Source: an optimization exercise on an open RTL-to-GDS flow (aim: small area, a short achievable clock period and few clock cycles). Production flows keep margins and buffers that such runs may drop.
RTL that was checked went through simulation tests only; none was proved equivalent to the original.
No driver is modelled on the clock port, so clocking that relies on it looks cheaper here than on a real chip.

## top_module2
module top_module2 (input [3:0] start_adress, input [7:0] data_in, input clock, input Start, input reset,
  output logic [15:0] out_put_det3, output logic Done, output logic [3:0] adress);
Size in the first run: about 100 flip-flops, about 36 I/O pins.
clock: 7.0 ns
lec_check: 0
cap_margin: 20
core_margin: 2
core_utilization: 40
hold_slack_margin: 0.15
setup_slack_margin: 3.2
slew_margin: 20
standard.sh (not shown) runs the stock make flow with config.mk's settings and CLKGATE_MAP_FILE= SYNTH_SCRIPT=/design/flow/synth_recipe.tcl, a recipe that flattens the netlist after the stock synthesis.
==> flow/flow/run.sh <==
#!/bin/bash
# The standard layout, with two changes: plain buffers (buf_2) on the ports
# instead of the default port buffer cell (every port still gets its buffer),
# and, after clock tree synthesis, a later clock for the output register
# (flow/skew.tcl), which ends the multiply-accumulate paths between registers.
set -euo pipefail
export BUFFER_PORTS_ARGS="-buffer_cell sky130_fd_sc_hd__buf_2"
bash standard.sh cts > standard_cts.log 2>&1
R=orfs/results/sky130hd/top_module2/base
cp $R/4_cts.odb $R/4_cts_noskew.odb
ODB_IN=$R/4_cts_noskew.odb ODB_OUT=$R/4_cts.odb SKEW_DLY_CELL=sky130_fd_sc_hd__clkdlybuf4s50_1 \
  openroad -no_init -exit flow/skew.tcl > skew.log 2>&1
bash standard.sh > standard.log 2>&1
==> flow/flow/skew.tcl <==
# Delays the clock of the output register (out_put_det3) by a delay buffer and a
# clock buffer inserted after its leaf clock buffer. The output register is the
# end of the multiply-accumulate paths between registers; its own paths to the
# output port only lose by this.
read_db $::env(ODB_IN)
set db [ord::get_db]
set block [ord::get_db_block]
set flops {}
foreach inst [$block getInsts] {
  if {[string match {out_put_det3*} [$inst getName]]} { lappend flops $inst }
}
puts "skew: [llength $flops] output register flip-flops"
set src [[[lindex $flops 0] findITerm CLK] getNet]
set n1 [odb::dbNet_create $block skew_net1]
set n2 [odb::dbNet_create $block skew_net2]
$n1 setSigType CLOCK
$n2 setSigType CLOCK
set b1 [odb::dbInst_create $block [$db findMaster $::env(SKEW_DLY_CELL)] skew_dly]
set b2 [odb::dbInst_create $block [$db findMaster sky130_fd_sc_hd__clkbuf_16] skew_buf]
[$b1 findITerm A] connect $src
[$b1 findITerm X] connect $n1
[$b2 findITerm A] connect $n1
[$b2 findITerm X] connect $n2
set sx 0; set sy 0
foreach f $flops {
  set it [$f findITerm CLK]
  $it disconnect
  $it connect $n2
  set bb [$f getBBox]
  set sx [expr {$sx + [$bb xMin]}]; set sy [expr {$sy + [$bb yMin]}]
}
set cx [expr {int($sx / [llength $flops])}]; set cy [expr {int($sy / [llength $flops])}]
$b1 setLocation $cx $cy
$b1 setPlacementStatus PLACED
$b2 setLocation $cx $cy
$b2 setPlacementStatus PLACED
global_connect
detailed_placement
check_placement -verbose
write_db $::env(ODB_OUT)
The first run completed without violations.
Change:
--- a/flow/flow/run.sh
+++ b/flow/flow/run.sh
@@ -9,5 +9,5 @@
 R=orfs/results/sky130hd/top_module2/base
 cp $R/4_cts.odb $R/4_cts_noskew.odb
-ODB_IN=$R/4_cts_noskew.odb ODB_OUT=$R/4_cts.odb SKEW_DLY_CELL=sky130_fd_sc_hd__clkdlybuf4s50_1 \
+ODB_IN=$R/4_cts_noskew.odb ODB_OUT=$R/4_cts.odb SKEW_DLY_CELL=sky130_fd_sc_hd__clkdlybuf4s25_1 \
   openroad -no_init -exit flow/skew.tcl > skew.log 2>&1
 bash standard.sh > standard.log 2>&1
=> The new run went through all stages and came out clean; die area stays the same; worst setup slack gets worse by 0.077 ns; flip-flop and latch count stays the same; routed wire length is about the same; synthesized cell count does not change; maximum frequency went down by a few percent; design area went down slightly.
No functional check of the RTL was part of any run of this note.

top_module2, a different RTL version from the one above (not shown whole).
For scale: ~520 cells after synthesis, about 36 I/O pins, about 0.0055 mm^2 of cells after synthesis.
==> flow/design.v (excerpt) <==
module top_module2 (input [3:0] start_adress, input [7:0] data_in, input clock, input Start, input reset,
  output logic [15:0] out_put_det3, output logic Done, output logic [3:0] adress);
export LEC_CHECK = 0
export CAP_MARGIN = 20
export CORE_MARGIN = 2
export CORE_UTILIZATION = 40
export CTS_BUF_LIST = sky130_fd_sc_hd__clkbuf_8
export HOLD_SLACK_MARGIN = 0.15
export SETUP_SLACK_MARGIN = 3.2
export SLEW_MARGIN = 20
create_clock -name core_clock -period 7.0 [get_ports {clock}]
==> flow/flow/run.sh <==
#!/bin/bash
# The standard layout, with two changes: plain buffers (buf_2) on the ports
# instead of the default port buffer cell (every port still gets its buffer),
# and, after clock tree synthesis, a later clock for the output register
# (flow/skew.tcl), which ends the multiply-accumulate paths between registers.
set -euo pipefail
export BUFFER_PORTS_ARGS="-buffer_cell sky130_fd_sc_hd__buf_2"
bash standard.sh cts > standard_cts.log 2>&1
R=orfs/results/sky130hd/top_module2/base
cp $R/4_cts.odb $R/4_cts_noskew.odb
ODB_IN=$R/4_cts_noskew.odb ODB_OUT=$R/4_cts.odb SKEW_DLY_CELL=sky130_fd_sc_hd__clkdlybuf4s25_1 \
  openroad -no_init -exit flow/skew.tcl > skew.log 2>&1
bash standard.sh > standard.log 2>&1
Scripts as last shown in full above: flow/flow/skew.tcl
The starting point finished with timing, DRC and antenna clean.
Testbench counts at the start, summed over its fixed seeds: cycles 17,600.
Next try:
--- a/flow/flow/run.sh
+++ b/flow/flow/run.sh
@@ -9,5 +9,5 @@
 R=orfs/results/sky130hd/top_module2/base
 cp $R/4_cts.odb $R/4_cts_noskew.odb
-ODB_IN=$R/4_cts_noskew.odb ODB_OUT=$R/4_cts.odb SKEW_DLY_CELL=sky130_fd_sc_hd__clkdlybuf4s25_1 \
+ODB_IN=$R/4_cts_noskew.odb ODB_OUT=$R/4_cts.odb SKEW_DLY_CELL=sky130_fd_sc_hd__clkdlybuf4s50_1 \
   openroad -no_init -exit flow/skew.tcl > skew.log 2>&1
 bash standard.sh > standard.log 2>&1
--- a/flow/flow/skew.tcl
+++ b/flow/flow/skew.tcl
@@ -1,4 +1,5 @@
 # Delays the clock of the output register (out_put_det3) by a delay buffer and a
-# clock buffer inserted after its leaf clock buffer. The output register is the
+# clock buffer inserted after its leaf clock buffer, and upsizes leaf clock buffers
+# with many flip-flops. The output register is the
 # end of the multiply-accumulate paths between registers; its own paths to the
 # output port only lose by this.
@@ -35,4 +36,19 @@
 $b2 setLocation $cx $cy
 $b2 setPlacementStatus PLACED
+# Clock buffers that drive many flip-flops get the strongest clock buffer, to keep
+# the slew at the flip-flop clock pins low.
+set big [$db findMaster sky130_fd_sc_hd__clkbuf_16]
+foreach inst [$block getInsts] {
+  set mname [[$inst getMaster] getName]
+  if {![string match {sky130_fd_sc_hd__clkbuf_*} $mname] || $mname eq "sky130_fd_sc_hd__clkbuf_16"} { continue }
+  set out [[$inst findITerm X] getNet]
+  if {$out eq "NULL"} { continue }
+  set sinks 0
+  foreach it [$out getITerms] { if {[[$it getMTerm] getName] eq "CLK"} { incr sinks } }
+  if {$sinks >= 13} {
+    puts "skew: [$inst getName] ($mname) drives $sinks clock pins, now clkbuf_16"
+    $inst swapMaster $big
+  }
+}
 global_connect
 detailed_placement
CORE_UTILIZATION = 55   (was 40)
CTS_CLUSTER_DIAMETER = 40   (was unset)
Global-route usage is higher by 6.3 points.
First-iteration DRC count shrinks by well over a third.
Final area shrinks slightly.
Next try:
--- a/flow/flow/skew.tcl
+++ b/flow/flow/skew.tcl
@@ -1,5 +1,4 @@
 # Delays the clock of the output register (out_put_det3) by a delay buffer and a
-# clock buffer inserted after its leaf clock buffer, and upsizes leaf clock buffers
-# with many flip-flops. The output register is the
+# clock buffer inserted after its leaf clock buffer. The output register is the
 # end of the multiply-accumulate paths between registers; its own paths to the
 # output port only lose by this.
@@ -36,19 +35,4 @@
 $b2 setLocation $cx $cy
 $b2 setPlacementStatus PLACED
-# Clock buffers that drive many flip-flops get the strongest clock buffer, to keep
-# the slew at the flip-flop clock pins low.
-set big [$db findMaster sky130_fd_sc_hd__clkbuf_16]
-foreach inst [$block getInsts] {
-  set mname [[$inst getMaster] getName]
-  if {![string match {sky130_fd_sc_hd__clkbuf_*} $mname] || $mname eq "sky130_fd_sc_hd__clkbuf_16"} { continue }
-  set out [[$inst findITerm X] getNet]
-  if {$out eq "NULL"} { continue }
-  set sinks 0
-  foreach it [$out getITerms] { if {[[$it getMTerm] getName] eq "CLK"} { incr sinks } }
-  if {$sinks >= 13} {
-    puts "skew: [$inst getName] ($mname) drives $sinks clock pins, now clkbuf_16"
-    $inst swapMaster $big
-  }
-}
 global_connect
 detailed_placement
CORE_UTILIZATION = 40   (was 55)
CTS_BUF_LIST = unset   (was sky130_fd_sc_hd__clkbuf_8)
CTS_CLUSTER_DIAMETER = unset   (was 40)
Outcome: Register-to-register slack loses 0.02 ns. Cell area went up by 2.3%. Clock skew rose by 0.0099 ns. Non-clock buffer count does not change. Routed wire length grows by 2.7%. Maximum frequency shrinks by 0.63%. Sequential share of layout area is lower by 0.74 points.
Next try:
--- a/flow/flow/run.sh
+++ b/flow/flow/run.sh
@@ -9,5 +9,5 @@
 R=orfs/results/sky130hd/top_module2/base
 cp $R/4_cts.odb $R/4_cts_noskew.odb
-ODB_IN=$R/4_cts_noskew.odb ODB_OUT=$R/4_cts.odb SKEW_DLY_CELL=sky130_fd_sc_hd__clkdlybuf4s50_1 \
+ODB_IN=$R/4_cts_noskew.odb ODB_OUT=$R/4_cts.odb SKEW_DLY_CELL=sky130_fd_sc_hd__clkdlybuf4s25_1 \
   openroad -no_init -exit flow/skew.tcl > skew.log 2>&1
 bash standard.sh > standard.log 2>&1
Critical path depth went up by 1.
Final cell count is about the same.
Final area hardly moves.
Worst setup slack gets worse by 0.062 ns.
Maximum frequency decreases slightly.
Wire length barely changes.
Global-route usage does not change.
Clock skew went down by 0.22 ns.

-- afterwards: timing with drivers on the ports --
In the flow no input, the clock included, has a driving cell. The finished layouts below were timed again as built, in two steps. Step 1, drivers: a clkbuf_16 drives clock and a buf_2 each remaining input, both assumed. Step 2, shift: input delay + t, output delay - t, t = (earliest + latest rising clock arrival at the registers) / 2. This alone moves slack from input paths to output paths. Slacks: ideal ports / drivers / drivers and shift; pairs: ideal ports / drivers.
| run | shift t [ns] | slack for setup (ns) | clock arrival spread, ns | slew at the worst register clock pin (ns) | worst slew at a driven data input, ns |
|---|---|---|---|---|---|
| the first run of note 1 | 0.755 | 3.789 / 3.771 / 3.771 | 0.750 / 0.750 | 0.09 / 0.09 | 0.04 |
| the second run of note 1 | 0.641 | 3.712 / 3.712 / 3.712 | 0.526 / 0.527 | 0.09 / 0.09 | 0.04 |
| the first run of note 2 | 0.664 | 3.704 / 3.704 / 3.704 | 0.539 / 0.540 | 0.12 / 0.12 | 0.05 |
| the second run of note 2 | 0.783 | 3.775 / 3.771 / 3.771 | 0.722 / 0.722 | 0.09 / 0.09 | 0.03 |
| the third run of note 2 | 0.745 | 3.754 / 3.754 / 3.754 | 0.735 / 0.736 | 0.08 / 0.08 | 0.05 |
| the fourth run of note 2 | 0.635 | 3.693 / 3.693 / 3.693 | 0.512 / 0.511 | 0.08 / 0.08 | 0.05 |
In every run listed the clock reaches the registers at very different times; t lies between them, and the last value is a rough guide only. The setup slack of the first run of note 1, which loses most, moves by -0.018 ns with the drivers and by -0.018 ns with both steps.
